Background: an optimization exercise with open tools, aiming at small area, a short achievable clock period and few clock cycles per item. Do not read the settings as production practice.
Only simulation tests tie the RTL to the original design; equivalence was not proved.
No driver is modelled on the clock port, so clocking that relies on it looks cheaper here than on a real chip.
Power figures rest on the tool's default switching activity, not on a simulated workload.

**flow/design.v**
```verilog
module sampledec(received,clk,start,ctrl,corrected,decodedOp,nerr,done);
  input [14:0] received; input clk; input start; input ctrl;
  output [7:0] corrected; output [1:0] nerr; output [14:0] decodedOp; output done;
  reg done_q, ctrl_q;
  always @(posedge clk) begin ctrl_q <= ctrl; if (start) done_q <= 1'b1; end
  assign done = done_q;
  reg [14:0] r;
  wire rn0; bmux u_rn0(.s(start),.a(r[0]),.b(received[0]),.y(rn0));
  wire rn1; bmux u_rn1(.s(start),.a(r[1]),.b(received[1]),.y(rn1));
  wire rn2; bmux u_rn2(.s(start),.a(r[2]),.b(received[2]),.y(rn2));
  wire rn3; bmux u_rn3(.s(start),.a(r[3]),.b(received[3]),.y(rn3));
  wire rn4; bmux u_rn4(.s(start),.a(r[4]),.b(received[4]),.y(rn4));
  wire rn5; bmux u_rn5(.s(start),.a(r[5]),.b(received[5]),.y(rn5));
  wire rn6; bmux u_rn6(.s(start),.a(r[6]),.b(received[6]),.y(rn6));
  wire rn7; bmux u_rn7(.s(start),.a(r[7]),.b(received[7]),.y(rn7));
  wire rn8; bmux u_rn8(.s(start),.a(r[8]),.b(received[8]),.y(rn8));
  wire rn9; bmux u_rn9(.s(start),.a(r[9]),.b(received[9]),.y(rn9));
  wire rn10; bmux u_rn10(.s(start),.a(r[10]),.b(received[10]),.y(rn10));
  wire rn11; bmux u_rn11(.s(start),.a(r[11]),.b(received[11]),.y(rn11));
  wire rn12; bmux u_rn12(.s(start),.a(r[12]),.b(received[12]),.y(rn12));
  wire rn13; bmux u_rn13(.s(start),.a(r[13]),.b(received[13]),.y(rn13));
  wire rn14; bmux u_rn14(.s(start),.a(r[14]),.b(received[14]),.y(rn14));
  wire [14:0] rn = {rn14, rn13, rn12, rn11, rn10, rn9, rn8, rn7, rn6, rn5, rn4, rn3, rn2, rn1, rn0};
  wire t_1; bx2 u_t_1(.a(rn[3]),.b(rn[10]),.y(t_1));
  wire t_2; bx2 u_t_2(.a(rn[7]),.b(rn[9]),.y(t_2));
  wire t_3; bx2 u_t_3(.a(t_1),.b(t_2),.y(t_3));
  wire t_4; bx2 u_t_4(.a(rn[2]),.b(rn[13]),.y(t_4));
  wire t_5; bx2 u_t_5(.a(rn[4]),.b(rn[5]),.y(t_5));
  wire t_6; bx2 u_t_6(.a(t_4),.b(t_5),.y(t_6));
  wire x1; bx2 u_x1(.a(t_3),.b(t_6),.y(x1));
  wire t_7; bx2 u_t_7(.a(rn[2]),.b(rn[14]),.y(t_7));
  wire t_8; bx2 u_t_8(.a(rn[9]),.b(rn[11]),.y(t_8));
  wire t_9; bx2 u_t_9(.a(t_7),.b(t_8),.y(t_9));
  wire t_10; bx2 u_t_10(.a(rn[6]),.b(rn[13]),.y(t_10));
  wire t_11; bx2 u_t_11(.a(rn[7]),.b(rn[8]),.y(t_11));
  wire t_12; bx2 u_t_12(.a(t_10),.b(t_11),.y(t_12));
  wire x5; bx2 u_x5(.a(t_9),.b(t_12),.y(x5));
  wire t_13; bx2 u_t_13(.a(rn[0]),.b(rn[13]),.y(t_13));
  wire t_14; bx2 u_t_14(.a(rn[1]),.b(rn[9]),.y(t_14));
  wire t_15; bx2 u_t_15(.a(t_13),.b(t_14),.y(t_15));
  wire t_16; bx2 u_t_16(.a(rn[4]),.b(rn[8]),.y(t_16));
  wire t_17; bx2 u_t_17(.a(rn[10]),.b(rn[11]),.y(t_17));
  wire t_18; bx2 u_t_18(.a(t_16),.b(t_17),.y(t_18));
  wire x7; bx2 u_x7(.a(t_15),.b(t_18),.y(x7));
  wire t_19; bx2 u_t_19(.a(rn[1]),.b(rn[5]),.y(t_19));
  wire t_20; bx2 u_t_20(.a(rn[10]),.b(rn[12]),.y(t_20));
  wire t_21; bx2 u_t_21(.a(t_19),.b(t_20),.y(t_21));
  wire x8; bx2 u_x8(.a(t_21),.b(t_9),.y(x8));
  wire t_22; bx2 u_t_22(.a(t_1),.b(t_5),.y(t_22));
  wire lm6; bx2 u_lm6(.a(t_12),.b(t_22),.y(lm6));
  wire lm7 = t_6;
  wire lm8 = t_18;
  wire t_23; bx2 u_t_23(.a(t_13),.b(t_16),.y(t_23));
  wire lm9; bx2 u_lm9(.a(t_21),.b(t_23),.y(lm9));
  wire t_24; bx2 u_t_24(.a(t_19),.b(t_11),.y(t_24));
  wire lm10 = t_24;
  wire x2; bx2 u_x2(.a(x1),.b(x5),.y(x2));
  wire x14; bx2 u_x14(.a(x1),.b(x7),.y(x14));
  wire x10; bx2 u_x10(.a(x1),.b(x8),.y(x10));
  wire x13; bx2 u_x13(.a(x5),.b(x7),.y(x13));
  wire x4; bx2 u_x4(.a(x5),.b(x8),.y(x4));
  wire x11; bx2 u_x11(.a(x7),.b(x8),.y(x11));
  wire s1z = ~(x1 | x5 | x7 | x8);
  wire s3z = ~(lm6 | lm7 | lm8 | lm9);
  wire zz = s1z & s3z;
  wire cn0 = ~(x5 | x10);
  wire cn1 = ~(x1 | x11);
  wire cn2 = ~(x2 | x7);
  wire cn3 = ~(x8 | x13);
  wire cn4 = ~(x4 | x14);
  wire sz0 = (x1 | zz);
  wire sz1 = (x4 | zz);
  wire sz2 = (x2 | zz);
  wire t_25; bxn2 u_t_25(.a(lm6),.b(cn0),.y(t_25));
  wire t_26; bx2 u_t_26(.a(lm7),.b(cn1),.y(t_26));
  wire t_27; bx2 u_t_27(.a(lm8),.b(cn2),.y(t_27));
  wire t_28; bxn2 u_t_28(.a(lm9),.b(cn3),.y(t_28));
  wire t_29; bx2 u_t_29(.a(lm10),.b(cn4),.y(t_29));
  reg [10:0] sq;
  always @(posedge clk) begin r <= rn; sq <= {t_29, t_28, t_27, t_26, t_25, x11, x7, x14, sz2, sz1, sz0}; end
  wire fn0; bxn2 u_fn0(.a(sq[2]),.b(sq[6]),.y(fn0));
  wire fn1; bx2 u_fn1(.a(sq[5]),.b(sq[7]),.y(fn1));
  wire fn2; bx2 u_fn2(.a(sq[4]),.b(sq[8]),.y(fn2));
  wire fn3; bxn2 u_fn3(.a(sq[5]),.b(sq[9]),.y(fn3));
  wire fn4; bx2 u_fn4(.a(sq[3]),.b(sq[10]),.y(fn4));
  wire fn5; bxn2 u_fn5(.a(sq[1]),.b(sq[6]),.y(fn5));
  wire fn7; bx2 u_fn7(.a(sq[2]),.b(sq[8]),.y(fn7));
  wire fn8; bxn2 u_fn8(.a(sq[1]),.b(sq[9]),.y(fn8));
  wire fn10; bxn2 u_fn10(.a(sq[0]),.b(sq[6]),.y(fn10));
  wire fn11; bx2 u_fn11(.a(sq[0]),.b(sq[7]),.y(fn11));
  wire fn13; bxn2 u_fn13(.a(sq[4]),.b(sq[9]),.y(fn13));
  wire fn14; bx2 u_fn14(.a(sq[1]),.b(sq[10]),.y(fn14));
  wire nfl0; bnand4 u_nfl0(.a(fn8),.b(fn4),.c(fn2),.d(fn1),.y(nfl0));
  wire nfl1; bnand4 u_nfl1(.a(sq[10]),.b(fn5),.c(fn3),.d(fn2),.y(nfl1));
  wire nfl2; bnand4 u_nfl2(.a(fn10),.b(sq[7]),.c(fn4),.d(fn3),.y(nfl2));
  wire nfl3; bnand4 u_nfl3(.a(fn11),.b(fn7),.c(fn5),.d(fn4),.y(nfl3));
  wire nfl4; bnand4 u_nfl4(.a(sq[8]),.b(fn8),.c(sq[7]),.d(fn5),.y(nfl4));
  wire nfl5; bnand4 u_nfl5(.a(fn13),.b(sq[10]),.c(fn7),.d(sq[7]),.y(nfl5));
  wire nfl6; bnand4 u_nfl6(.a(fn14),.b(fn10),.c(fn8),.d(fn7),.y(nfl6));
  wire nfl7; bnand4 u_nfl7(.a(fn0),.b(fn11),.c(sq[10]),.d(fn8),.y(nfl7));
  wire nfl8; bnand4 u_nfl8(.a(fn1),.b(sq[8]),.c(fn10),.d(sq[10]),.y(nfl8));
  wire nfl9; bnand4 u_nfl9(.a(fn2),.b(fn13),.c(fn11),.d(fn10),.y(nfl9));
  wire nfl10; bnand4 u_nfl10(.a(fn3),.b(fn14),.c(sq[8]),.d(fn11),.y(nfl10));
  wire nfl11; bnand4 u_nfl11(.a(fn4),.b(fn0),.c(fn13),.d(sq[8]),.y(nfl11));
  wire nfl12; bnand4 u_nfl12(.a(fn5),.b(fn1),.c(fn14),.d(fn13),.y(nfl12));
  wire nfl13; bnand4 u_nfl13(.a(sq[7]),.b(fn2),.c(fn0),.d(fn14),.y(nfl13));
  wire nfl14; bnand4 u_nfl14(.a(fn7),.b(fn3),.c(fn1),.d(fn0),.y(nfl14));
  wire d0; bxn2 u_d0(.a(r[0]),.b(nfl0),.y(d0));
  wire d1; bxn2 u_d1(.a(r[1]),.b(nfl1),.y(d1));
  wire d2; bxn2 u_d2(.a(r[2]),.b(nfl2),.y(d2));
  wire d3; bxn2 u_d3(.a(r[3]),.b(nfl3),.y(d3));
  wire d4; bxn2 u_d4(.a(r[4]),.b(nfl4),.y(d4));
  wire d5; bxn2 u_d5(.a(r[5]),.b(nfl5),.y(d5));
  wire d6; bxn2 u_d6(.a(r[6]),.b(nfl6),.y(d6));
  wire d7; bxn2 u_d7(.a(r[7]),.b(nfl7),.y(d7));
  wire d8; bxn2 u_d8(.a(r[8]),.b(nfl8),.y(d8));
  wire d9; bxn2 u_d9(.a(r[9]),.b(nfl9),.y(d9));
  wire d10; bxn2 u_d10(.a(r[10]),.b(nfl10),.y(d10));
  wire d11; bxn2 u_d11(.a(r[11]),.b(nfl11),.y(d11));
  wire d12; bxn2 u_d12(.a(r[12]),.b(nfl12),.y(d12));
  wire d13; bxn2 u_d13(.a(r[13]),.b(nfl13),.y(d13));
  wire d14; bxn2 u_d14(.a(r[14]),.b(nfl14),.y(d14));
  assign decodedOp = {d14, d13, d12, d11, d10, d9, d8, d7, d6, d5, d4, d3, d2, d1, d0};
  wire t_30; bx2 u_t_30(.a(sq[4]),.b(sq[5]),.y(t_30));
  wire ty0; bx2 u_ty0(.a(t_30),.b(sq[6]),.y(ty0));
  wire t_31; bx2 u_t_31(.a(sq[0]),.b(sq[5]),.y(t_31));
  wire ty1; bxn2 u_ty1(.a(t_31),.b(sq[7]),.y(ty1));
  wire t_32; bx2 u_t_32(.a(sq[2]),.b(sq[4]),.y(t_32));
  wire ty2; bxn2 u_ty2(.a(t_32),.b(sq[8]),.y(ty2));
  wire t_33; bx2 u_t_33(.a(sq[0]),.b(sq[2]),.y(t_33));
  wire ty3; bx2 u_ty3(.a(t_33),.b(sq[9]),.y(ty3));
  wire n0; bnor4 u_n0(.a(ty0),.b(ty1),.c(ty2),.d(ty3),.y(n0));
  wire n1; bn1 u_n1(.nf({nfl14, nfl13, nfl12, nfl11, nfl10, nfl9, nfl8, nfl7, nfl6, nfl5, nfl4, nfl3, nfl2, nfl1, nfl0}),.n0(n0),.y(n1));
  assign nerr = {n1, n0};
  wire con0; bmuxi u_con0(.s(ctrl_q),.a(d0),.b(d7),.y(con0)); wire co0 = ~con0;
  wire con1; bmuxi u_con1(.s(ctrl_q),.a(d1),.b(d8),.y(con1)); wire co1 = ~con1;
  wire con2; bmuxi u_con2(.s(ctrl_q),.a(d2),.b(d9),.y(con2)); wire co2 = ~con2;
  wire con3; bmuxi u_con3(.s(ctrl_q),.a(d3),.b(d10),.y(con3)); wire co3 = ~con3;
  wire con4; bmuxi u_con4(.s(ctrl_q),.a(d4),.b(d11),.y(con4)); wire co4 = ~con4;
  wire con5; bmuxi u_con5(.s(ctrl_q),.a(d5),.b(d12),.y(con5)); wire co5 = ~con5;
  wire con6; bmuxi u_con6(.s(ctrl_q),.a(d6),.b(d13),.y(con6)); wire co6 = ~con6;
  assign corrected = {decodedOp[14] & ctrl_q, co6, co5, co4, co3, co2, co1, co0};
endmodule
module bx2(input a, input b, output y); assign y = a ^ b; endmodule
module bnor4(input a, input b, input c, input d, output y); assign y = ~(a|b|c|d); endmodule
module bmux(input s, input a, input b, output y); assign y = s ? b : a; endmodule
module bmuxi(input s, input a, input b, output y); assign y = ~(s ? b : a); endmodule
module bn1(input [14:0] nf, input n0, output y); assign y = ~(&nf) & ~n0; endmodule
module bxn2(input a, input b, output y); assign y = ~(a ^ b); endmodule
module bnand4(input a, input b, input c, input d, output y); assign y = ~(a&b&c&d); endmodule
```
**flow/flow/run.sh**
```bash
#!/bin/bash
# The standard layout (standard.sh) with: every port buffered by one fixed cell type,
# the start port's buffer upsized after placement resizing (flow/upsize_start.tcl),
# power recovery (downsizing of non-critical cells) after global routing,
# and a clock tree built from clkbuf_8. The flow's full output goes to standard.log here.
export BUFFER_PORTS_ARGS="-buffer_cell sky130_fd_sc_hd__buf_1"
export RECOVER_POWER=100
export START_BUF_CELL=${START_BUF_CELL:-sky130_fd_sc_hd__buf_8}
export POST_RESIZE_TCL="$(pwd)/flow/upsize_start.tcl"
export CTS_ARGS="-sink_clustering_enable -repair_clock_nets -sink_buffer_max_cap_derate 1.0 -dont_use_dummy_load -buf_list sky130_fd_sc_hd__clkbuf_8 -root_buf sky130_fd_sc_hd__clkbuf_8"
bash standard.sh > standard.log 2>&1
```
**flow/flow/upsize_start.tcl**
```tcl
# Upsize the input buffer on the start port: start selects the hold multiplexer
# of every stored bit, so its buffer drives a fanout of about 15.
set cell [lindex $::env(START_BUF_CELL) 0]
set up {}
foreach pin [get_pins -of_objects [get_nets start]] {
  if { [get_property $pin direction] == "input" } {
    set inst [get_cells -of_objects $pin]
    puts "upsize_start: [get_full_name $inst] -> $cell"
    replace_cell $inst $cell
    lappend up $inst
  }
}
# connect the new cell's supply pins as the platform's pdn.tcl connects every cell's
add_global_connection -net {VDD} -inst_pattern {.*} -pin_pattern {VPWR}
add_global_connection -net {VDD} -inst_pattern {.*} -pin_pattern {VPB}
add_global_connection -net {VSS} -inst_pattern {.*} -pin_pattern {VGND}
add_global_connection -net {VSS} -inst_pattern {.*} -pin_pattern {VNB}
global_connect
# keep power recovery from shrinking it again
foreach inst $up { set_dont_touch $inst }
```
**flow/standard.sh**
```bash
#!/bin/bash
# synth_recipe.tcl (not shown) runs the flow's synth.tcl, then flattens the netlist and writes it again
# the make line also repeats each setting of config.mk as NAME=value (left out here)
make -C /OpenROAD-flow-scripts/flow DESIGN_CONFIG=/design/flow/config.mk WORK_HOME=/design/flow/orfs CLKGATE_MAP_FILE= SYNTH_SCRIPT=/design/flow/synth_recipe.tcl "${@:-finish}"
```
**flow/config.mk**
```make
export PLATFORM = sky130hd
export DESIGN_NAME = sampledec
export DESIGN_NICKNAME = sampledec
export VERILOG_FILES = /design/flow/design.v
export SDC_FILE = /design/flow/constraint.sdc
export NUM_CORES = 4
export LEC_CHECK = 0
export CAP_MARGIN = 20
export CORE_MARGIN = 2
export CORE_UTILIZATION = 40
export SLEW_MARGIN = 20
export SYNTH_HIERARCHICAL = 1
```
**flow/constraint.sdc**
```tcl
create_clock -name core_clock -period 7.0 [get_ports {clk}]
set_input_delay 1.4000 -clock core_clock [delete_from_list [all_inputs] [get_ports {clk}]]
set_output_delay 1.4000 -clock core_clock [all_outputs]
set_load 0.01 [all_outputs]
```
==> results of run 1 <==
worst min path at each step:
| stage | slack, ns | from | cells past startpoint | to |
|---|---|---|---|---|
| 2_1_floorplan | 0.50 | r[0] | 1 | r[0] |
| 3_3_place_gp | 0.54 | r[14] | 1 | r[14] |
| 3_5_place_dp | 0.53 | r[14] | 1 | r[14] |
| 4_1_cts | 0.56 | r[14] | 1 | r[14] |
| 5_1_grt | 0.58 | r[14] | 1 | r[14] |
| 6_report | 0.57 | r[14] | 1 | r[14] |
per-layer routing:
metal  global-route usage [%]  up-vias  share of wire, %  wire length, um
met4                     4.44        0               1.2               44
met2                     21.8       46                44             1620
met1                     20.5      579                50             1860
met5                        0        -                 0                0
met3                     2.19        8               4.4              164
li1                         -      659                 -                -
logic make-up (layout without fill, tap and decap cells):
family          Yosys count  in the layout
buf+inv                  33             53
xor+xnor                 76             76
mux                      22             22
flops                    27             27
simple gates             28             28
compound gates            4              4
other cells               1              1
where the power goes:
part | switching, mW | leakage (nW) | total [mW] | internal (mW)
Combinational | 0.405 | 0.530 | 0.693 | 0.287
Clock | 0.0432 | 0.0216 | 0.0817 | 0.0385
Sequential | 0.0689 | 0.228 | 0.274 | 0.205
placed cells by master, fill, tap and decap left out, drive strengths merged:
master	count
mux2	15
buf	42
xnor2	25
nand3	1
o41a	1
nor2	5
o21bai	3
xor2	51
nor4	1
dfxtp	27
inv	8
or4	2
mux2i	7
conb	1
and2	1
nand4	18
clkbuf	3
Yosys stat by module, one instance, submodules excluded:
module     cell area (um2)  cells inside  flip-flops and latches
bn1                   38.8             6                       0
bmux                  15.0             1                       0
bnand4                6.26             1                       0
bmuxi                 10.0             1                       0
bxn2                  8.76             1                       0
sampledec              821            71                      27
bnor4                 12.5             1                       0
bx2                   8.76             1                       0
area by class of cell:
| class | instances | area, um2 | area share (%) |
|---|---|---|---|
| multi-input cells | 131 | 1110 | 56.6 |
| flip-flops and latches | 27 | 541 | 27.7 |
| well taps | 54 | 67.6 | 3.46 |
| inverters | 8 | 30.0 | 1.54 |
| clock buffers | 3 | 41.3 | 2.11 |
| repair buffers | 42 | 169 | 8.64 |
flip-flops by register name (all words and copies together), names as in the netlist:
| signal | count |
|---|---|
| sq | 11 |
| ctrl_q | 1 |
| r | 15 |
worst register-to-register path: stages (launching register included):
cell and delay (ns):
dfxtp_1 0.35, mux2_1 0.34, xor2_1 0.27, xor2_1 0.33, xor2_1 0.50, xor2_1 0.22
nor2_1 0.08, xor2_1 0.19
==> metrics.yaml, run 1 <==
outcome:
  status: "complete, no violations"
layout:
  final_nets: 231
  final_area_um2: 1950
  antenna_cells: 0
  fillers: 490
  areaGrowthSynthToFinish_pct: 1.43
  drive_above_1_share_pct: 1.90
  utilization_pct: 41.7
  finalNonFillerCells: 265
routing:
  postRouteAntennaNets: 0
  wl_mm: 3.69
  firstDrtPassIters: 4
  drc: 0
  drtIter0Drc: 63
  post_drt_via_cell_ratio: 4.88
  vias: 1292
  wl_per_cell_um: 13.9
place:
  gp_congestion: 0.956
  hpwlAfterDp_mm: 3.13
  dp.cells: 262
  io_buffers: 42
  postPlaceCellArea_um2: 1980
  pre_cts_ws_ns: 3.35
logic_synthesis:
  synth-seq-area-share_pct: 28.1
  synthesis.nets: 209
  yosys.area_share.adder_pct: 0
  synth_area_leaders: "dfxtp_1, xor2_1, mux2_4, xnor2_1, buf_4"
  synth_area_leader_cell: "dfxtp_1"
  ys_seq_elements: 27
  synth_edf_count: 0
  syn-cell-area_um2: 1930
  yosys_warnings: 7
  synth.avg_cell_area_um2: 10.1
  synth_simple_gate_area_share_pct: 8.83
  synth_common_cells: "xor2_1, dfxtp_1, buf_4, xnor2_1, nand4_1"
  synth-async-reset-ratio_pct: 0
  synth_xor_area_share_pct: 34.5
  synth_cells: 191
  muxShareOfSynthArea_pct: 15.3
  synth_top_family_by_area: "XOR/XNOR gates"
  synth_compound_area_share_pct: 1.75
  yosys_most_used_dff: "dfxtp_1"
  synth_most_common_cell: "xor2_1"
  synth_cell_types: 16
  synth.top_cell.area_share_pct: 28.1
clock_tree:
  cts_hold_buf: 0
  clock_latency_ns: 0.26
  cts-resized-gates: 0
  numCtsBuffers: 3
  postCtsSetupBuffers: 0
  clockBufferDepth: 2
  clock-sinks: 27
  cts-root-buf: "clkbuf_8"
  cts_tree: "done"
  htree_levels: 1
  cts.clk_slew.worst_paths_ns: 0.09
critical_path:
  rr_startpoint: "r[5]"
  endpoint: "sq[8]"
  critical-path-max-stage-delay_ns: 0.50
  startpoint_type: "input port"
  worstSetupPathType: "input port to flip-flop"
  slowest_stage: "xor2_1"
  critical_path.reg2reg.endpoint: "sq[8]"
  r2r_cells: 7
  crit_buf_inv: 1
  crit_chain: "buf_8 -> mux2_1 -> xor2_1 -> xor2_1 -> xor2_1 -> xor2_1 -> nor2_1 -> xor2_1"
  crit_fanout: 15
  r2r_setup_slack_ns: 4.59
  path_depth: 8
  critPathMostFrequentCell: "xor2_1"
  required_ns: 7.14
  crit_start: "start"
  crit_path_end_kind: "flip-flop"
  path_delay_family: "XOR/XNOR gates"
  crit_arrival_ns: 3.52
sta:
  relSlewSlack_pct: 62.9
  drv_slew: 0
  fin_crit_sh_pct: 48.3
  rsz0062_at_grt: "false"
  fmax_ghz: 0.296
  skew_ns: 0.00420
  finalHoldViolations: 0
  whs_ns: 0.567
  worstMarginPinSlew_ns: 0.554
  fin_ws_ns: 3.62
  period_minus_slack_ns: 3.38
  finalSetupViolCount: 0
  setup_tns_ns: 0
flow_run:
  cap_violations: 0
pwr:
  design_power_total_mw: 1.05
  leakage_nw: 0.780
  vdd_drop_max_uv: 169
  power_per_cell_area_nw_per_um2: 537
global_routing:
  grt_max_degree: 16
  grt_usage_pct: 14.2
  first_global_vias: 1231
  overflow: 0
  grt_antenna_before_repair: 0
  grt_pass1_wl_mm: 5.84
die:
  initial_core_util_pct: 41.1
  die_area_um2: 5390
  die_h_um: 73.4
  io_pins: 44
  core_area_um2: 4690
  die_w_um: 73.4
  placementRows: 25
worst_hold_path:
  hold_path_class: "flip-flop to flip-flop"
Testbench counts, summed over its fixed seeds: cycles 4,000, items 4,000.
==> inputs of run 2 (changes only) <==
--- a/flow/flow/run.sh
+++ b/flow/flow/run.sh
@@ -7,2 +7,6 @@
 export RECOVER_POWER=100
+export SETUP_SLACK_MARGIN=3.7
+export SETUP_MOVE_SEQUENCE=sizeup
+export SKIP_GATE_CLONING=1
+export SKIP_LAST_GASP=1
 export START_BUF_CELL=${START_BUF_CELL:-sky130_fd_sc_hd__buf_8}
==> run 2 against run 1 <==
Net effect:
- still clean
- first-iteration DRC count up 27%
- global-route usage barely moved
- die area unchanged
- clock-buffer cell count unchanged
- critical path depth stayed put
- synthesized area unchanged
- routed wire length is 7.3% higher
- sequential cell count unchanged
- setup slack gained 0.0068 ns
- sequential share of layout area is 1.1 points lower
==> metrics.yaml, run 2 <==
die:
  initial_core_util_pct: 41.1  # unchanged
  io_pins: 44  # unchanged
  die_h_um: 73.4  # unchanged
  core_area_um2: 4690  # unchanged
  placementRows: 25  # unchanged
  die_area_um2: 5390  # unchanged
  die_w_um: 73.4  # unchanged
critical_path:
  crit_fanout: 15  # unchanged
  r2r_setup_slack_ns: 4.59  # about the same
  crit_arrival_ns: 3.53  # about the same
  required_ns: 7.15  # about the same
  crit_path_end_kind: "flip-flop"
  worstSetupPathType: "input port to flip-flop"
  startpoint_type: "input port"
sta:
  period_minus_slack_ns: 3.38  # -0.00681 ns
  worstMarginPinSlew_ns: 0.562  # +0.00823 ns
  skew_ns: 0.00368  # -0.000524 ns
  drv_slew: 0  # unchanged
  relSlewSlack_pct: 62.4  # -0.55 points
  fin_crit_sh_pct: 48.2  # -0.097 points
  finalSetupViolCount: 0  # unchanged
  whs_ns: 0.570  # +0.00329 ns
  finalHoldViolations: 0  # unchanged
  rsz0062_at_grt: "true"
  setup_tns_ns: 0  # unchanged
  fmax_ghz: 0.296  # +0.20%
clock_tree:
  postCtsSetupBuffers: 0  # unchanged
  clock_latency_ns: 0.26  # about the same
  htree_levels: 1  # unchanged
  cts-root-buf: "clkbuf_8"
  clockBufferDepth: 2  # unchanged
  numCtsBuffers: 3  # unchanged
  cts.clk_slew.worst_paths_ns: 0.08  # about the same
  clock-sinks: 27  # unchanged
  cts_hold_buf: 0  # unchanged
  cts_tree: "done"
pwr:
  leakage_nw: 0.808  # +3.7%
  vdd_drop_max_uv: 160  # -5.4%
  power_per_cell_area_nw_per_um2: 537  # about the same
layout:
  areaGrowthSynthToFinish_pct: 6.30
  final_area_um2: 2050  # +4.8%
  mostFrequentLayoutCells: "xor2_1, buf_1, dfxtp_1"
  drive_above_1_share_pct: 9.00  # +7.1 points
  largest_register: "r"
  antenna_cells: 0  # unchanged
  largest_registers: "r (15), sq (11), ctrl_q (1)"
  final_nets: 231  # unchanged
  layout_commonest_cell: "xor2_1"
  largest_register_ffs: 15  # unchanged
place:
  io_buffers: 42  # unchanged
  postPlaceCellArea_um2: 1980  # unchanged
  hpwlAfterDp_mm: 3.13  # unchanged
  gp_congestion: 0.956  # unchanged
global_routing:
  grt_pass1_wl_mm: 5.84  # unchanged
  overflow: 0  # unchanged
  grt_usage_pct: 14.2  # about the same
  grt_max_degree: 16  # unchanged
  grt_antenna_before_repair: 0  # unchanged
  first_global_vias: 1231  # unchanged
logic_synthesis:
  synth.top_cell.area_share_pct: 28.1  # unchanged
  synth_edf_count: 0  # unchanged
  synth_common_cells: "xor2_1, dfxtp_1, buf_4, xnor2_1, nand4_1"
  synth-seq-area-share_pct: 28.1  # unchanged
  syn-cell-area_um2: 1930  # unchanged
  synth_cells: 191  # unchanged
  synth_most_common_cell: "xor2_1"
  synth_area_leader_cell: "dfxtp_1"
  ys_seq_elements: 27  # unchanged
  synth.avg_cell_area_um2: 10.1  # unchanged
  synth-async-reset-ratio_pct: 0  # unchanged
  yosys_warnings: 7  # unchanged
  yosys_most_used_dff: "dfxtp_1"
  synthesis.nets: 209  # unchanged
  synth_area_leaders: "dfxtp_1, xor2_1, mux2_4, xnor2_1, buf_4"
  synth_cell_types: 16  # unchanged
routing:
  wl_met3_um: 235  # +43%
  post_drt_via_cell_ratio: 4.94  # +1.3%
  wl_met2_mm: 1.84  # +14%
  drc: 0  # unchanged
  wl_mm: 3.95  # +7.3%
  postRouteAntennaNets: 0  # unchanged
  vias: 1309  # +1.3%
  top_layer: "met4"
  firstDrtPassIters: 4  # unchanged
  wl_per_cell_um: 14.9  # +7.3%
  drtIter0Drc: 80  # +27%
  drt-met1-wl_mm: 1.83  # -1.9%
outcome:
  status: "complete, no violations"
flow_run:
  cap_violations: 0  # unchanged
worst_hold_path:
  hold_path_class: "flip-flop to flip-flop"
-- run 2: changes by cell type in the layout (fill, tap and decap cells not counted) --
cell     change
xor2_2       +9
xnor2_1      -3
dfxtp_1      -3
xnor2_2      +3
xor2_1       -9
dfxtp_2      +3
-- run 2: worst paths after layout --
check | cells after the start | endpoint | from
max | 8 | sq[7] | start
min | 1 | r[14] | r[14]
max reg2reg | 7 | sq[7] | r[8]
min reg2reg | 1 | r[14] | r[14]
-- run 2: kinds of logic (layout without fill, tap and decap cells) --
| family | count (synthesis) | after routing | synth area share, % |
|---|---|---|---|
| xor gates and xnor gates | 76 | 76 | 34.5 |
| buffers and inverters | 33 | 53 | 11.3 |
| and+or+nand+nor | 28 | 28 | 8.83 |
| DFF | 27 | 27 | 28.1 |
| muxes | 22 | 22 | 15.3 |
| AOI/OAI and AO/OA | 4 | 4 | 1.75 |
| other | 1 | 1 | 0.195 |
-- run 2: layout make-up --
class	count	area [um2]
multi-input combinational	131	1200
timing repair buffer	42	169
clock buffer	3	41.3
fill	479	2640
sequential	27	544
inverter	8	30.0
tap	54	67.6
-- run 2: what timing repair did --
action,4_1_cts,5_1_grt
gates cloned,0,0
endpoints found under the setup margin,4,19
hold endpoints to repair,0,0
pin swaps,0,0
gates resized for setup,2,26
-- run 2: per-stage QoR --
stage	utilization, %	setup WS (ns)	instances	power (mW)
after floorplan	-	3.84	191	0.943
after global placement	41.9	2.67	262	0.988
after detailed placement	42.1	3.35	262	0.986
after CTS	43.3	3.70	265	1.07
after global routing	43.7	3.49	265	1.19
final	43.7	3.62	265	1.10
-- run 2: per-module statistics from Yosys (local to each module, per instance) --
module / cells inside / flops+latches
bmux: 1 / 0
bxn2: 1 / 0
sampledec: 71 / 27
bx2: 1 / 0
bn1: 6 / 0
bmuxi: 1 / 0
bnand4: 1 / 0
bnor4: 1 / 0
-- run 2: power by group --
group	internal (mW)	switching, mW
registers	0.208	0.0801
clock network	0.0385	0.0426
logic	0.306	0.424
total	0.552	0.547
-- run 2: critical path, stage by stage --
cell and delay (ns):
buf_8 0.13, mux2_1 0.44, xor2_1 0.38, xor2_1 0.21, xor2_1 0.46, xor2_1 0.23, nor2_1 0.08, xor2_1 0.18
-- run 2: routing by layer --
metal / global-route usage (%) / vias to the layer above
met2: 21.8 / 55
li1: - / 649
met1: 20.5 / 597
met3: 2.19 / 8
met4: 4.44 / 0
met5: 0 / -
==> inputs of run 3 (changes only) <==
==> flow/flow/run.sh (replaced) <==
#!/bin/bash
# The standard layout (standard.sh) with: every port buffered by one fixed cell type,
# a few cells sized by hand after placement resizing (flow/upsize.tcl, list in flow/upsize.txt),
# power recovery (downsizing of non-critical cells) after global routing,
# and a clock tree built from clkbuf_8. The flow's full output goes to standard.log here.
export BUFFER_PORTS_ARGS="-buffer_cell sky130_fd_sc_hd__buf_1"
export RECOVER_POWER=100
export UPSIZE_LIST="$(pwd)/flow/upsize.txt"
export POST_RESIZE_TCL="$(pwd)/flow/upsize.tcl"
export CTS_ARGS="-sink_clustering_enable -repair_clock_nets -sink_buffer_max_cap_derate 1.0 -dont_use_dummy_load -buf_list sky130_fd_sc_hd__clkbuf_8 -root_buf sky130_fd_sc_hd__clkbuf_8"
bash standard.sh > standard.log 2>&1
==> flow/flow/upsize.tcl (new file) <==
# Gate sizing by hand after placement resizing: each entry of flow/upsize.txt names a
# net and the cell its driver becomes (start's port buffer; high-fanout XORs and flops).
set up {}
set f [open $::env(UPSIZE_LIST) r]
foreach line [split [read $f] "\n"] {
  set line [string trim $line]
  if { $line == "" || [string index $line 0] == "#" } { continue }
  lassign $line netname cell
  set net [get_nets $netname]
  foreach pin [get_pins -of_objects $net] {
    if { [get_property $pin direction] == "output" } {
      set inst [get_cells -of_objects $pin]
      puts "upsize: [get_full_name $inst] ($netname) -> $cell"
      replace_cell $inst $cell
      lappend up $inst
    }
  }
  if { $netname == "start" } {
    foreach pin [get_pins -of_objects $net] {
      if { [get_property $pin direction] == "input" } {
        set inst [get_cells -of_objects $pin]
        puts "upsize: [get_full_name $inst] ($netname port buffer) -> $cell"
        replace_cell $inst $cell
        lappend up $inst
      }
    }
  }
}
close $f
# connect the new cells' supply pins as the platform's pdn.tcl connects every cell's
add_global_connection -net {VDD} -inst_pattern {.*} -pin_pattern {VPWR}
add_global_connection -net {VDD} -inst_pattern {.*} -pin_pattern {VPB}
add_global_connection -net {VSS} -inst_pattern {.*} -pin_pattern {VGND}
add_global_connection -net {VSS} -inst_pattern {.*} -pin_pattern {VNB}
global_connect
# keep power recovery from shrinking them again
foreach inst $up { set_dont_touch $inst }
==> flow/flow/upsize.txt (new file) <==
start sky130_fd_sc_hd__buf_8
x1 sky130_fd_sc_hd__xor2_2
x5 sky130_fd_sc_hd__xor2_2
x7 sky130_fd_sc_hd__xor2_2
x8 sky130_fd_sc_hd__xor2_2
removed: flow/flow/upsize_start.tcl
==> run 3 against run 2 <==
Net effect:
- power decreased by 4.6%
- critical endpoint is now sq[8]
- sequential power decreased by 5%
- still clean on timing, DRC and antenna
- die area unchanged
- clock-buffer cell count unchanged
- routed wire length decreased by 6.8%
- register-to-register slack about the same
- largest power group unchanged
- global-route usage about the same
- cell count unchanged
- highest routed layer unchanged
- core utilization decreased by 2.0 points
==> metrics.yaml, run 3 <==
outcome:
  status: "complete, no violations"
critical_path:
  required_ns: 7.14  # about the same
  critPathMostFrequentCell: "xor2_1"
  crit_fanout: 15  # unchanged
  slowest_stage: "xor2_1"
  r2r_cells: 7  # unchanged
  path_depth: 8  # unchanged
  startpoint_type: "input port"
  crit_arrival_ns: 3.52  # about the same
  path_delay_family: "XOR/XNOR gates"
  crit_path_end_kind: "flip-flop"
  crit_chain: "buf_8 -> mux2_1 -> xor2_1 -> xor2_1 -> xor2_1 -> xor2_1 -> nor2_1 -> xor2_1"
  crit_buf_inv: 1  # unchanged
  critical-path-max-stage-delay_ns: 0.50  # +0.04 ns
  worstSetupPathType: "input port to flip-flop"
clock_tree:
  cts.clk_slew.worst_paths_ns: 0.09  # about the same
  cts_tree: "done"
  cts-resized-gates: 0  # -2
  htree_levels: 1  # unchanged
  clock_latency_ns: 0.26  # about the same
  clock-sinks: 27  # unchanged
  cts_hold_buf: 0  # unchanged
  postCtsSetupBuffers: 0  # unchanged
  cts-root-buf: "clkbuf_8"
  clockBufferDepth: 2  # unchanged
  numCtsBuffers: 3  # unchanged
layout:
  largest_register_ffs: 15  # unchanged
  antenna_cells: 0  # unchanged
  utilization_pct: 41.7  # -2.0 points
  areaGrowthSynthToFinish_pct: 1.43
  final_nets: 231  # unchanged
  mostFrequentLayoutCells: "xor2_1, buf_1, dfxtp_1"
  largest_register: "r"
  drive_above_1_share_pct: 1.90  # -7.1 points
  layout_commonest_cell: "xor2_1"
  largest_registers: "r (15), sq (11), ctrl_q (1)"
  final_area_um2: 1950  # -4.6%
routing:
  postRouteAntennaNets: 0  # unchanged
  drtIter0Drc: 63  # -21%
  post_drt_via_cell_ratio: 4.88  # -1.3%
  firstDrtPassIters: 4  # unchanged
  wl_per_cell_um: 13.9  # -6.8%
  wl_mm: 3.69  # -6.8%
  vias: 1292  # -1.3%
  drc: 0  # unchanged
pwr:
  leakage_nw: 0.780  # -3.6%
  design_power_total_mw: 1.05  # -4.6%
  power_frac_comb_pct: 66.1  # -0.3 points
  p_int_uw: 531  # -3.7%
  switching_share_pct: 49.3  # -0.44 points
  switchingPower_uw: 517  # -5.4%
  power_per_cell_area_nw_per_um2: 537  # about the same
  clockPowerShare_pct: 7.8  # +0.4 points
  seqPwrFrac_pct: 26.2  # about the same
  vdd_drop_max_uv: 169  # +5.8%
logic_synthesis:
  synth-async-reset-ratio_pct: 0  # unchanged
  synth_area_leader_cell: "dfxtp_1"
  synth_cell_types: 16  # unchanged
  synth_edf_count: 0  # unchanged
  yosys_most_used_dff: "dfxtp_1"
  synth.avg_cell_area_um2: 10.1  # unchanged
  synth_common_cells: "xor2_1, dfxtp_1, buf_4, xnor2_1, nand4_1"
  synth_area_leaders: "dfxtp_1, xor2_1, mux2_4, xnor2_1, buf_4"
  yosys_warnings: 7  # unchanged
  synth.top_cell.area_share_pct: 28.1  # unchanged
  synth_cells: 191  # unchanged
  ys_seq_elements: 27  # unchanged
  syn-cell-area_um2: 1930  # unchanged
  synth-seq-area-share_pct: 28.1  # unchanged
  synthesis.nets: 209  # unchanged
  synth_most_common_cell: "xor2_1"
global_routing:
  grt_antenna_before_repair: 0  # unchanged
  grt_pass1_wl_mm: 5.84  # unchanged
  grt_max_degree: 16  # unchanged
  grt_usage_pct: 14.2  # about the same
  first_global_vias: 1231  # unchanged
  overflow: 0  # unchanged
sta:
  drv_slew: 0  # unchanged
  worstMarginPinSlew_ns: 0.554  # -0.00823 ns
  period_minus_slack_ns: 3.38  # +0.00681 ns
  fin_crit_sh_pct: 48.3  # +0.097 points
  finalHoldViolations: 0  # unchanged
  relSlewSlack_pct: 62.9  # +0.55 points
  skew_ns: 0.00420  # +0.000524 ns
  whs_ns: 0.567  # -0.00329 ns
  rsz0062_at_grt: "false"
  fmax_ghz: 0.296  # -0.20%
  finalSetupViolCount: 0  # unchanged
  setup_tns_ns: 0  # unchanged
die:
  io_pins: 44  # unchanged
  die_area_um2: 5390  # unchanged
  initial_core_util_pct: 41.1  # unchanged
  die_h_um: 73.4  # unchanged
  placementRows: 25  # unchanged
  die_w_um: 73.4  # unchanged
  core_area_um2: 4690  # unchanged
place:
  gp_congestion: 0.956  # unchanged
  hpwlAfterDp_mm: 3.13  # unchanged
  postPlaceCellArea_um2: 1980  # unchanged
  io_buffers: 42  # unchanged
worst_hold_path:
  min_delay_path_depth: 1  # unchanged
  hold_path_class: "flip-flop to flip-flop"
flow_run:
  cap_violations: 0  # unchanged
-- run 3: cell counts after synthesis --
Identical to the previous run, type by type.
-- run 3: cell type report --
cell class | instances | area [um2]
clock buffer | 3 | 41.3
fill | 490 | 2740
inverter | 8 | 30.0
multi-input combinational | 131 | 1110
sequential | 27 | 541
tap | 54 | 67.6
timing repair buffer | 42 | 169
-- run 3: power groups by stage --
stage / Sequential (mW) / Clock (mW) / Combinational, mW
2_1_floorplan: 0.260 / 0 / 0.683
3_3_place_gp: 0.279 / 0 / 0.709
3_5_place_dp: 0.279 / 0 / 0.708
4_1_cts: 0.274 / 0.0842 / 0.710
5_1_grt: 0.282 / 0.0902 / 0.771
6_report: 0.274 / 0.0817 / 0.693
-- run 3: path summary, 6_finish.rpt --
path              start  endpoint  slack (ns)
setup / recovery  start     sq[8]        3.62
hold / removal    r[14]     r[14]        0.57
setup reg to reg   r[5]     sq[8]        4.59
hold reg to reg   r[14]     r[14]        0.57
-- run 3: through the flow --
step                      cells  setup WS, ns
final                       265          3.62
after global routing        265          3.44
after CTS                   265          3.65
after detailed placement    262          3.35
after global placement      262          2.67
after floorplan             191          3.84
-- run 3: per-module statistics from Yosys (local to each module, per instance), a selection --
module	times used	cells inside
bmuxi	7	1
bnor4	1	1
bxn2	25	1
bmux	15	1
bn1	1	6
bnand4	15	1
sampledec	1	71
-- run 3: cell families after synthesis --
family          after synthesis  synth area share, %
xor+xnor                     76                 34.5
buf+inv                      33                 11.3
simple gates                 28                 8.83
flops                        27                 28.1
mux                          22                 15.3
compound gates                4                 1.75
other cells                   1                0.195
-- run 3: per-layer routing --
layer	GRT usage (%)	vias up	part of all wire, %	wire length [um]
li1	-	659	-	-
met1	20.5	579	50	1860
met2	21.8	46	44	1620
met3	2.19	8	4.4	164
met4	4.44	0	1.2	44
met5	0	-	0	0
==> inputs of run 4 (changes only) <==
--- a/flow/flow/upsize.txt
+++ b/flow/flow/upsize.txt
@@ -5 +5,12 @@
 x8 sky130_fd_sc_hd__xor2_2
+sq[0] sky130_fd_sc_hd__dfxtp_2
+sq[1] sky130_fd_sc_hd__dfxtp_2
+sq[2] sky130_fd_sc_hd__dfxtp_2
+sq[3] sky130_fd_sc_hd__dfxtp_2
+sq[4] sky130_fd_sc_hd__dfxtp_2
+sq[5] sky130_fd_sc_hd__dfxtp_2
+sq[6] sky130_fd_sc_hd__dfxtp_2
+sq[7] sky130_fd_sc_hd__dfxtp_2
+sq[8] sky130_fd_sc_hd__dfxtp_2
+sq[9] sky130_fd_sc_hd__dfxtp_2
+sq[10] sky130_fd_sc_hd__dfxtp_2
==> run 4 against run 3 <==
Net effect:
- the run now fails in clock tree synthesis
- synthesized area unchanged
- synthesized cell count unchanged
==> metrics.yaml, run 4 <==
logic_synthesis:
  synthesis.nets: 209  # unchanged
  yosys_warnings: 7  # unchanged
  synth.top_cell.area_share_pct: 28.1  # unchanged
  synth_edf_count: 0  # unchanged
  synth_cell_types: 16  # unchanged
  synth_most_common_cell: "xor2_1"
  synth_area_leader_cell: "dfxtp_1"
  ys_seq_elements: 27  # unchanged
  synth.avg_cell_area_um2: 10.1  # unchanged
  synth_common_cells: "xor2_1, dfxtp_1, buf_4, xnor2_1, nand4_1"
  synth_cells: 191  # unchanged
  synth_area_leaders: "dfxtp_1, xor2_1, mux2_4, xnor2_1, buf_4"
  syn-cell-area_um2: 1930  # unchanged
  synth-async-reset-ratio_pct: 0  # unchanged
  synth-seq-area-share_pct: 28.1  # unchanged
  yosys_most_used_dff: "dfxtp_1"
outcome:
  status: "aborted with a tool error"
  first-error: "[ERROR ODB-0370] Attempt to disconnect term CLK of dont_touch instance sq\\[9\\]$_DFF_P_"
  haltStage: "clock tree synthesis"
die:
  initial_core_util_pct: 41.1  # unchanged
  die_w_um: 73.4  # unchanged
  placementRows: 25  # unchanged
  io_pins: 44  # unchanged
  die_h_um: 73.4  # unchanged
clock_tree:
  clock-sinks: 27  # unchanged
place:
  io_buffers: 42  # unchanged
  gp_congestion: 0.956  # unchanged
  hpwlAfterDp_mm: 3.15  # +0.57%
==> run 4: cells by family after synthesis <==
group                     Yosys count  synth area share (%)
xor gates and xnor gates           76                  34.5
other                               1                 0.195
AOI/OAI and AO/OA                   4                  1.75
and+or+nand+nor                    28                  8.83
buffers and inverters              33                  11.3
DFF                                27                  28.1
muxes                              22                  15.3
==> run 4: how the worst min path moves through the flow <==
stage                     slack, ns  start  depth (start not counted)     to
after floorplan                0.50   r[0]                          1   r[0]
after global placement         0.54  r[14]                          1  r[14]
after detailed placement       0.53  r[14]                          1  r[14]
==> run 4: power by group through the flow <==
stage	clock network, mW	logic, mW	registers (mW)
floorplan	0	0.683	0.260
global placement	0	0.709	0.279
detailed placement	0	0.710	0.286
==> run 4: through the flow <==
stage	instances	worst slack, ns	cell area, um2
after floorplan	191	3.84	1930
after global placement	262	2.67	1960
after detailed placement	262	3.37	1990
==> run 4: modules after synthesis, one instance, submodules excluded, excerpt <==
module | area, um2 | times used | cells | flops+latches
bnor4 | 12.5 | 1 | 1 | 0
bmux | 15.0 | 15 | 1 | 0
bmuxi | 10.0 | 7 | 1 | 0
bxn2 | 8.76 | 25 | 1 | 0
bn1 | 38.8 | 1 | 6 | 0
sampledec | 821 | 1 | 71 | 27
==> inputs of run 5 (changes only) <==
--- a/flow/flow/run.sh
+++ b/flow/flow/run.sh
@@ -7,4 +7,6 @@
 export RECOVER_POWER=100
-export UPSIZE_LIST="$(pwd)/flow/upsize.txt"
+export UPSIZE_LIST="$(pwd)/upsize.txt"
+cp flow/upsize.txt upsize.txt
 export POST_RESIZE_TCL="$(pwd)/flow/upsize.tcl"
+export POST_CTS_TCL="$(pwd)/flow/upsize_cts.tcl"
 export CTS_ARGS="-sink_clustering_enable -repair_clock_nets -sink_buffer_max_cap_derate 1.0 -dont_use_dummy_load -buf_list sky130_fd_sc_hd__clkbuf_8 -root_buf sky130_fd_sc_hd__clkbuf_8"
--- a/flow/flow/upsize.tcl
+++ b/flow/flow/upsize.tcl
@@ -35,3 +35,10 @@
 global_connect
-# keep power recovery from shrinking them again
-foreach inst $up { set_dont_touch $inst }
+# keep power recovery from shrinking them again; flip-flops only after clock tree
+# synthesis has wired their clock pins (flow/upsize_cts.tcl)
+set ff [open $::env(UPSIZE_LIST).flops w]
+foreach inst $up {
+  if { [string match *dfxtp* [get_property [get_lib_cells -of_objects $inst] name]] } {
+    puts $ff [get_full_name $inst]
+  } else { set_dont_touch $inst }
+}
+close $ff
--- a/flow/flow/upsize.txt
+++ b/flow/flow/upsize.txt
@@ -1,6 +1,6 @@
 start sky130_fd_sc_hd__buf_8
-x1 sky130_fd_sc_hd__xor2_2
-x5 sky130_fd_sc_hd__xor2_2
-x7 sky130_fd_sc_hd__xor2_2
-x8 sky130_fd_sc_hd__xor2_2
+u_x1.y sky130_fd_sc_hd__xor2_2
+u_x5.y sky130_fd_sc_hd__xor2_2
+u_x7.y sky130_fd_sc_hd__xor2_2
+u_x8.y sky130_fd_sc_hd__xor2_2
 sq[0] sky130_fd_sc_hd__dfxtp_2
==> flow/flow/upsize_cts.tcl (new file) <==
# After clock tree synthesis: keep the flip-flops sized in flow/upsize.tcl from being shrunk.
set ff [open $::env(UPSIZE_LIST).flops r]
foreach name [split [read $ff] "\n"] {
  if { $name != "" } { set_dont_touch [get_cells $name] }
}
close $ff
==> run 5 against run 4 <==
Net effect:
- now clean on timing, DRC and antenna
- synthesized cell count did not move
- synthesized area did not move
==> metrics.yaml, run 5 <==
outcome:
  status: "complete, no violations"
pwr:
  vdd_drop_max_uv: 191
  leakage_nw: 0.781
  power_per_cell_area_nw_per_um2: 538
sta:
  period_minus_slack_ns: 3.39
  finalHoldViolations: 0
  drv_slew: 0
  fin_crit_sh_pct: 48.4
  relSlewSlack_pct: 66.0
  skew_ns: 0.00697
  fmax_ghz: 0.295
  finalSetupViolCount: 0
  rsz0062_at_grt: "false"
  worstMarginPinSlew_ns: 0.508
  fin_ws_ns: 3.61
  setup_tns_ns: 0
die:
  io_pins: 44  # unchanged
  core_area_um2: 4690
  die_h_um: 73.4  # unchanged
  die_w_um: 73.4  # unchanged
  die_area_um2: 5390
  initial_core_util_pct: 41.1  # unchanged
  placementRows: 25  # unchanged
clock_tree:
  cts.clk_slew.worst_paths_ns: 0.08
  cts_tree: "done"
  clock-sinks: 27  # unchanged
  clock_latency_ns: 0.26
layout:
  largest_register: "r"
  antenna_cells: 0
  areaGrowthSynthToFinish_pct: 2.53
  seqCellArea_um2: 554
  mostFrequentLayoutCells: "xor2_1, buf_1, xnor2_1"
  largest_registers: "r (15), sq (11), ctrl_q (1)"
  layout_commonest_cell: "xor2_1"
  drive_above_1_share_pct: 7.58
  largest_register_ffs: 15
  multiInputGateArea_um2: 1110
  fillers: 493
  final_nets: 231
routing:
  post_drt_via_cell_ratio: 4.99
  postRouteAntennaNets: 0
  firstDrtPassIters: 4
  wl_per_cell_um: 14.1
  drc: 0
  wl_mm: 3.73
  vias: 1322
  drtIter0Drc: 82
critical_path:
  crit_path_end_kind: "flip-flop"
  critical-path-max-stage-delay_ns: 0.59
  rr_startpoint: "r[5]"
  crit_chain: "buf_8 -> mux2_1 -> xor2_1 -> xor2_1 -> xor2_2 -> or4_1 -> o21bai_1"
  r2r_cells: 6
  crit_arrival_ns: 3.57
  crit_fanout: 15
  critical_path.reg2reg.endpoint: "sq[2]"
  worstSetupPathType: "input port to flip-flop"
  slowest_stage: "or4_1"
  r2r_setup_slack_ns: 4.57
  startpoint_type: "input port"
  critPathMostFrequentCell: "xor2_1"
  required_ns: 7.18
worst_hold_path:
  min_delay_path_depth: 1
  hold_start: "r[14]"
  worst_hold_path.endpoint: "r[14]"
  hold_path_class: "flip-flop to flip-flop"
logic_synthesis:
  synth.top_cell.area_share_pct: 28.1  # unchanged
  yosys_warnings: 7  # unchanged
  synthesis.nets: 209  # unchanged
  ys_seq_elements: 27  # unchanged
  synth_cells: 191  # unchanged
  synth_area_leaders: "dfxtp_1, xor2_1, mux2_4, xnor2_1, buf_4"
  synth-async-reset-ratio_pct: 0  # unchanged
  yosys_most_used_dff: "dfxtp_1"
  synth_most_common_cell: "xor2_1"
  synth_area_leader_cell: "dfxtp_1"
  synth_edf_count: 0  # unchanged
  synth.avg_cell_area_um2: 10.1  # unchanged
  syn-cell-area_um2: 1930  # unchanged
  synth-seq-area-share_pct: 28.1  # unchanged
  synth_common_cells: "xor2_1, dfxtp_1, buf_4, xnor2_1, nand4_1"
  synth_cell_types: 16  # unchanged
global_routing:
  first_global_vias: 1252
  grt_usage_pct: 14.3
  grt_pass1_wl_mm: 5.87
  grt_max_degree: 16
  grt_antenna_before_repair: 0
  overflow: 0
place:
  pre_cts_ws_ns: 3.36  # -0.00489 ns
  gp_congestion: 0.956  # unchanged
  io_buffers: 42  # unchanged
  hpwlAfterDp_mm: 3.16  # +0.18%
flow_run:
  cap_violations: 0
run 5: cell counts after synthesis:
No cell type changed its count.
run 5: cell type report:
type,instances,share of cell area (%)
Inverter,8,1.52
Timing Repair Buffer,42,8.55
Sequential cell,27,28.1
Multi-Input combinational cell,131,56.4
Tap cell,54,3.42
Clock buffer,3,2.09
run 5: per-layer routing:
| layer | vias up | global-route usage, % | share of wire (%) |
|---|---|---|---|
| met3 | 6 | 1.78 | 7.4 |
| li1 | 658 | - | - |
| met1 | 598 | 20.6 | 47 |
| met4 | 0 | 5.45 | 1.3 |
| met5 | - | 0 | 0 |
| met2 | 60 | 21.8 | 44 |
run 5: metrics by stage:
step	std cells	util (%)	hold WS, ns	instance area [um2]	power, mW
after floorplan	191	-	0.500	1930	0.943
after global placement	262	41.9	0.539	1960	0.988
after detailed placement	262	42.6	0.533	2000	0.998
after global routing	265	42.1	0.587	1980	1.16
final	265	42.1	0.563	1980	1.06
run 5: worst max-delay path: cells and delay by family:
| kind | cells | cell delay, ns |
|---|---|---|
| xor gates and xnor gates | 3 | 0.88 |
| and+or+nand+nor | 1 | 0.59 |
| muxes | 1 | 0.38 |
| AOI/OAI and AO/OA | 1 | 0.17 |
| buffers and inverters | 1 | 0.14 |
run 5: worst max-delay path by stage:
stage	startpoint	to	slack [ns]
2_1_floorplan	start	sq[8]	3.84
3_3_place_gp	start	sq[8]	2.67
3_5_place_dp	start	sq[2]	3.36
5_1_grt	start	sq[2]	3.46
6_report	start	sq[2]	3.61
run 5: cell families (layout without fill, tap and decap cells):
group	Yosys count	in the layout	share of synthesized area [%]
flip-flops	27	27	28.1
buffers and inverters	33	53	11.3
AO/OA/AOI/OAI	4	4	1.75
other	1	1	0.195
XOR/XNOR	76	76	34.5
AND/OR/NAND/NOR	28	28	8.83
multiplexers	22	22	15.3
run 5: per-module statistics from Yosys (local to each module, per instance):
| module | flops+latches | cells inside | times used |
|---|---|---|---|
| bmux | 0 | 1 | 15 |
| bmuxi | 0 | 1 | 7 |
| bn1 | 0 | 6 | 1 |
| bnand4 | 0 | 1 | 15 |
| bnor4 | 0 | 1 | 1 |
| bx2 | 0 | 1 | 51 |
| bxn2 | 0 | 1 | 25 |
| sampledec | 27 | 71 | 1 |
run 5: report_power, final:
part	leakage, nW	internal, mW	switching [mW]
Sequential	0.228	0.214	0.0684
Combinational	0.532	0.290	0.411
Clock	0.0216	0.0385	0.0423
==> inputs of run 6 (changes only) <==
==> flow/flow/upsize.txt (replaced) <==
start sky130_fd_sc_hd__buf_8
u_x1.y sky130_fd_sc_hd__xor2_2
u_x5.y sky130_fd_sc_hd__xor2_2
u_x7.y sky130_fd_sc_hd__xor2_2
u_x8.y sky130_fd_sc_hd__xor2_2
==> run 6 against run 5 <==
Net effect:
- routed wire length down 0.99%
- largest power group unchanged
- sequential power down 2%
- first-iteration DRC count up 18%
- cell count unchanged
- highest routed layer unchanged
- register-to-register slack better by 0.03 ns
==> metrics.yaml, run 6 <==
outcome:
  status: "complete, no violations"
sta:
  worstMarginPinSlew_ns: 0.516  # +0.00773 ns
  setup_tns_ns: 0  # unchanged
  finalHoldViolations: 0  # unchanged
  fmax_ghz: 0.296  # +0.44%
  rsz0062_at_grt: "false"
  relSlewSlack_pct: 65.5  # -0.52 points
  finalSetupViolCount: 0  # unchanged
  whs_ns: 0.561  # -0.00267 ns
  drv_slew: 0  # unchanged
  period_minus_slack_ns: 3.37  # -0.0148 ns
  fin_ws_ns: 3.63  # +0.0148 ns
  skew_ns: 0.00455  # -0.00243 ns
  fin_crit_sh_pct: 48.2  # -0.21 points
pwr:
  seqPwrFrac_pct: 26.2  # -0.3 points
  p_int_uw: 533  # -1.6%
  clockPowerShare_pct: 7.6  # about the same
  switching_share_pct: 49.2  # +0.16 points
  leakage_nw: 0.781  # about the same
  switchingPower_uw: 517  # -1.0%
  vdd_drop_max_uv: 183  # -4.7%
  power_per_cell_area_nw_per_um2: 535  # -0.63%
  power_frac_comb_pct: 66.3  # +0.4 points
layout:
  largest_registers: "r (15), sq (11), ctrl_q (1)"
  layout_commonest_cell: "xor2_1"
  drive_above_1_share_pct: 2.37  # -5.2 points
  areaGrowthSynthToFinish_pct: 1.82
  final_nets: 231  # unchanged
  largest_register_ffs: 15  # unchanged
  mostFrequentLayoutCells: "xor2_1, buf_1, dfxtp_1"
  largest_register: "r"
  utilization_pct: 41.8  # -0.29 points
  finalNonFillerCells: 265  # unchanged
  antenna_cells: 0  # unchanged
routing:
  post_drt_via_cell_ratio: 4.89  # -1.9%
  wl_mm: 3.69  # -0.99%
  drt-met1-wl_mm: 1.86  # +6.5%
  postRouteAntennaNets: 0  # unchanged
  wl_met3_um: 155  # -43%
  wl_per_cell_um: 13.9  # -0.99%
  drtIter0Drc: 97  # +18%
  vias: 1297  # -1.9%
  top_layer: "met4"
  firstDrtPassIters: 4  # unchanged
  wl_met2_mm: 1.63  # -1.1%
  drc: 0  # unchanged
global_routing:
  grt_max_degree: 16  # unchanged
  first_global_vias: 1227  # -2.0%
  overflow: 0  # unchanged
  grt_antenna_before_repair: 0  # unchanged
  grt_usage_pct: 14.1  # -0.28 points
  grt_pass1_wl_mm: 5.76  # -1.9%
critical_path:
  r2r_cells: 6  # unchanged
  critPathMostFrequentCell: "xor2_1"
  rr_startpoint: "r[5]"
  r2r_setup_slack_ns: 4.60  # +0.03 ns
  startpoint_type: "input port"
  slowest_stage: "or4_1"
  critical-path-max-stage-delay_ns: 0.59  # about the same
  crit_fanout: 15  # unchanged
  crit_arrival_ns: 3.57  # about the same
  crit_start: "start"
  critical_path.reg2reg.endpoint: "sq[0]"
  endpoint: "sq[0]"
  required_ns: 7.20  # +0.02 ns
  crit_chain: "buf_8 -> mux2_1 -> xor2_1 -> xor2_1 -> xor2_2 -> or4_1 -> o21bai_1"
  worstSetupPathType: "input port to flip-flop"
  crit_path_end_kind: "flip-flop"
logic_synthesis:
  synth_common_cells: "xor2_1, dfxtp_1, buf_4, xnor2_1, nand4_1"
  synth_area_leader_cell: "dfxtp_1"
  synth_cells: 191  # unchanged
  synth.avg_cell_area_um2: 10.1  # unchanged
  synth_cell_types: 16  # unchanged
  synth.top_cell.area_share_pct: 28.1  # unchanged
  synth_area_leaders: "dfxtp_1, xor2_1, mux2_4, xnor2_1, buf_4"
  syn-cell-area_um2: 1930  # unchanged
  yosys_most_used_dff: "dfxtp_1"
  ys_seq_elements: 27  # unchanged
  yosys_warnings: 7  # unchanged
  synth_edf_count: 0  # unchanged
  synth-seq-area-share_pct: 28.1  # unchanged
  synthesis.nets: 209  # unchanged
  synth_most_common_cell: "xor2_1"
  synth-async-reset-ratio_pct: 0  # unchanged
die:
  core_area_um2: 4690  # unchanged
  placementRows: 25  # unchanged
  die_area_um2: 5390  # unchanged
  io_pins: 44  # unchanged
  initial_core_util_pct: 41.1  # unchanged
  die_w_um: 73.4  # unchanged
  die_h_um: 73.4  # unchanged
clock_tree:
  clock-sinks: 27  # unchanged
  cts_tree: "done"
  cts.clk_slew.worst_paths_ns: 0.08  # about the same
  clock_latency_ns: 0.26  # about the same
place:
  dp.cells: 262  # unchanged
  pre_cts_ws_ns: 3.39  # +0.0290 ns
  io_buffers: 42  # unchanged
  hpwlAfterDp_mm: 3.11  # -1.4%
  gp_congestion: 0.956  # unchanged
flow_run:
  cap_violations: 0  # unchanged
worst_hold_path:
  hold_path_class: "flip-flop to flip-flop"
-- run 6: changes by cell type in the layout (fill, tap and decap cells not counted) --
cell	previous run	this run
dfxtp_2	11	0
dfxtp_1	16	27
-- run 6: per-stage QoR --
stage	area, um2	power [mW]
3_3_place_gp	1960	0.988
3_5_place_dp	1980	0.988
6_report	1960	1.05
5_1_grt	1960	1.14
2_1_floorplan	1930	0.943
-- run 6: how the worst min path moves through the flow --
stage	from	to	slack (ns)	depth (start not counted)
floorplan	r[0]	r[0]	0.50	1
global placement	r[14]	r[14]	0.54	1
detailed placement	r[14]	r[14]	0.53	1
global route	r[14]	r[14]	0.58	1
finish	r[14]	r[14]	0.56	1
-- run 6: area by class of cell --
cell class	count	area [um2]
Fill cell	493	2730
Multi-Input combinational cell	131	1110
Sequential cell	27	541
Timing Repair Buffer	42	169
Tap cell	54	67.6
Clock buffer	3	41.3
Inverter	8	30.0
-- run 6: worst max-delay path, delay by kind of cell --
family | cells | cell delay [ns]
xor+xnor | 3 | 0.86
buf+inv | 1 | 0.14
compound gates | 1 | 0.16
simple gates | 1 | 0.59
mux | 1 | 0.42
-- run 6: cells by family (layout without fill, tap and decap cells) --
kind of cell              Yosys count  after routing  synth area share, %
and+or+nand+nor                    28             28                 8.83
xor gates and xnor gates           76             76                 34.5
DFF                                27             27                 28.1
buffers and inverters              33             53                 11.3
AOI/OAI and AO/OA                   4              4                 1.75
other                               1              1                0.195
muxes                              22             22                 15.3
-- run 6: power by group through the flow --
| stage | logic, mW | registers [mW] | clock network [mW] |
|---|---|---|---|
| 5_1_grt | 0.772 | 0.282 | 0.0896 |
| 3_5_place_dp | 0.710 | 0.278 | 0 |
| 2_1_floorplan | 0.683 | 0.260 | 0 |
| 3_3_place_gp | 0.709 | 0.279 | 0 |
| 6_report | 0.696 | 0.275 | 0.0795 |
-- run 6: metal layers --
metal	vias up	global-route usage [%]
met5	-	0
met4	0	5.05
met3	6	1.92
met2	51	22.0
met1	580	19.7
li1	660	-
-- run 6: per-module statistics from Yosys (local to each module, per instance) --
| module | flops+latches | area, um2 |
|---|---|---|
| bmux | 0 | 15.0 |
| bmuxi | 0 | 10.0 |
| bn1 | 0 | 38.8 |
| bnand4 | 0 | 6.26 |
| bnor4 | 0 | 12.5 |
| bx2 | 0 | 8.76 |
| bxn2 | 0 | 8.76 |
| sampledec | 27 | 821 |

port drivers added, routing unchanged:
No port has a modelled driver above. Below, the same layouts with a new extraction and two added sets of constraints. Step 1, drivers: a clkbuf_16 drives clk and a buf_2 each remaining input, both assumed. Step 2, shift: input delay + t, output delay - t, t = (earliest + latest rising clock arrival at the registers) / 2. This alone moves slack from input paths to output paths. a / b / c = ideal / step 1 / step 2; a / b = the first two.
run	t (ns)	setup WS [ns]	worst slew at a driven data input, ns
run 1	0.287	3.618 / 3.595 / 3.307	0.05
run 2	0.286	3.625 / 3.602 / 3.316	0.05
run 3	0.287	3.618 / 3.595 / 3.307	0.05
run 5	0.284	3.612 / 3.586 / 3.302	0.05
run 6	0.282	3.626 / 3.601 / 3.318	0.05
After both steps every run listed still meets setup and hold.
